This design comes from an exercise in tuning for small area and a short achievable clock period on the open sky130 flow, not from production work.
Only simulation tests tie the RTL to the original design; equivalence was not proved.
Power and IR drop assume default switching activity.

==> flow/design.v (excerpt) <==
module SCP(Clock,Reset,Inst,InstAddr,FlagReg,Result_Out);
	input Clock,Reset;
	input [31:0] Inst;
	output [31:0] InstAddr;
	output reg [3:0] FlagReg;
	output [31:0] Result_Out;
	wire [1:0] Op  = Inst[27:26];
	wire       I   = Inst[25];
	wire [3:0] cmd = Inst[24:21];
	wire       S   = Inst[20];
	wire [3:0] Rn  = Inst[19:16];
	wire [3:0] Rd  = Inst[15:12];
	wire [3:0] Rm  = Inst[3:0];
	reg  [31:0] PC;
	reg  [32*15-1:0] rf;    
	reg  [32*64-1:0] dm;    
	assign InstAddr = PC;
	wire [29:0] pc_hi4 = PC[31:2] + 30'd1;
	wire [29:0] pc_hi8 = PC[31:2] + 30'd2;
	wire [31:0] PCPlus4 = {pc_hi4, PC[1:0]};
	wire [31:0] PCPlus8 = {pc_hi8, PC[1:0]};
	wire        is_mem = (Op == 2'b01);
	wire [15:0] oh1    = 16'd1 << Rn;
	wire [15:0] oh2    = 16'd1 << Rm;
	wire [15:0] ohd    = 16'd1 << Rd;
	wire [31:0] RD1, RD2, RD3;
	genvar b, w, k2;
	generate
		for (b = 0; b < 32; b = b + 1) begin : rdp
			wire [15:0] col;
			for (w = 0; w < 15; w = w + 1) begin : c
				assign col[w] = rf[32*w + b];
			end
			assign col[15] = PCPlus8[b];
			assign RD1[b] = |(col & oh1);
			assign RD2[b] = |(col & oh2);
			assign RD3[b] = |(col & ohd);
		end
	endgenerate
	wire [7:0]  addr8 = RD1[7:0] + Inst[7:0];
	wire [5:0]  widx  = addr8[7:2];
	wire [63:0] ohm   = 64'd1 << widx;
	wire [7:0]  ohl   = 8'd1 << widx[2:0];
	wire [7:0]  ohh   = 8'd1 << widx[5:3];
	wire [31:0] ReadData;
	generate
		for (b = 0; b < 32; b = b + 1) begin : rdm
			wire [7:0] grp;
			for (w = 0; w < 8; w = w + 1) begin : g
				wire [7:0] col;
				for (k2 = 0; k2 < 8; k2 = k2 + 1) begin : c
					assign col[k2] = dm[32*(8*w + k2) + b];
				end
				assign grp[w] = |(col & ohl);
			end
			assign ReadData[b] = |(grp & ohh);
		end
	endgenerate
	wire [31:0] SRD2 = Inst[5] ? (RD2 >> Inst[11:7]) : (RD2 << Inst[11:7]);
	wire        dp   = (Op == 2'b00);
	wire [31:0] B    = (dp & I) ? {24'd0, Inst[7:0]} : SRD2;
	wire        sub  = dp & ((cmd == 4'h2) | (cmd == 4'hA));
  ...
Size in the first run: about 9700 cells after synthesis, roughly 2600 flip-flops, ~100 I/O pins.
clock: 22.0 ns
lec_check: 0
abc_area: 1
cap_margin: 20
core_margin: 2
core_utilization: 45
cts_buf_list: sky130_fd_sc_hd__clkbuf_4 sky130_fd_sc_hd__clkbuf_8
slew_margin: 20
standard.sh (not shown) runs the stock make flow with config.mk's settings and CLKGATE_MAP_FILE= SYNTH_SCRIPT=/design/flow/synth_recipe.tcl, a recipe that flattens the netlist after the stock synthesis.
==> flow/flow/run.sh <==
#!/bin/bash
# Standard ORFS layout, with timing repair aimed well below the clock period
# and plain buffers (not delay cells) on the ports.
set -euo pipefail
bash standard.sh SETUP_SLACK_MARGIN=8 \
  "BUFFER_PORTS_ARGS=-inputs -outputs -buffer_cell sky130_fd_sc_hd__buf_4" \
  finish > standard_flow.log 2>&1
Change:
--- a/flow/config.mk
+++ b/flow/config.mk
@@ -11,2 +11,3 @@
-export CORE_UTILIZATION = 45
-export CTS_BUF_LIST = sky130_fd_sc_hd__clkbuf_4 sky130_fd_sc_hd__clkbuf_8
+export CORE_UTILIZATION = 50
+export CTS_CLUSTER_DIAMETER = 60
+export CTS_CLUSTER_SIZE = 24
Synthesized area stays the same.
Global-route usage climbs by 3.4 points.
Clock-buffer cell count drops by 394.
Critical path depth stays the same.
Wire length drops by a few percent.
Change:
--- a/flow/config.mk
+++ b/flow/config.mk
@@ -11 +11 @@
-export CORE_UTILIZATION = 50
+export CORE_UTILIZATION = 45
After rerunning:
- worst setup slack degrades by 0.058 ns
- non-clock buffer count rises by 1
- cell count goes up by 2.6%
- design area is higher by 0.47%
- combinational power climbs by about 4%
- hold slack is worse by 0.0095 ns
- via count went up by 0.64%
Change:
--- a/flow/config.mk
+++ b/flow/config.mk
@@ -12,2 +12,2 @@
-export CTS_CLUSTER_DIAMETER = 60
-export CTS_CLUSTER_SIZE = 24
+export CTS_CLUSTER_DIAMETER = 80
+export CTS_CLUSTER_SIZE = 30
What happened: Synthesized area stays the same; hold slack stays flat; global-route usage barely changes; via count stays flat; flip-flop and latch count does not change; combinational power hardly moves; final area decreases slightly; setup slack improves by 0.021 ns; synthesized cell count is unchanged.

-- re-timing with driven ports --
No port has a modelled driver above. Below, the same layouts with a new extraction and two added sets of constraints.
Step 1, drivers: a clkbuf_16 drives Clock and a buf_2 each remaining input, both assumed.
Step 2 moves the port delays by t, midway between the first and last clock arrival at a register: inputs arrive t later, outputs are due t later. That takes back most of the time a late clock gives input paths.
Three values: ideal ports, drivers, drivers and shift; two values: the first two.
run	t (ns)	slack for setup (ns)	slew at the worst register clock pin (ns)	worst data-port slew with drivers (ns)
the first run	1.151	7.792 / 7.755 / 7.755	0.08 / 0.08	0.25
the second run	0.992	7.811 / 7.656 / 7.656	0.10 / 0.10	0.27
the third run	0.958	7.753 / 7.653 / 7.653	0.10 / 0.10	0.30
the fourth run	0.927	7.773 / 7.608 / 7.608	0.12 / 0.12	0.27
After both steps every run listed still meets setup and hold. For the fourth run, which loses most, drivers alone change the setup slack by -0.165 ns; drivers and shift together by -0.165 ns.
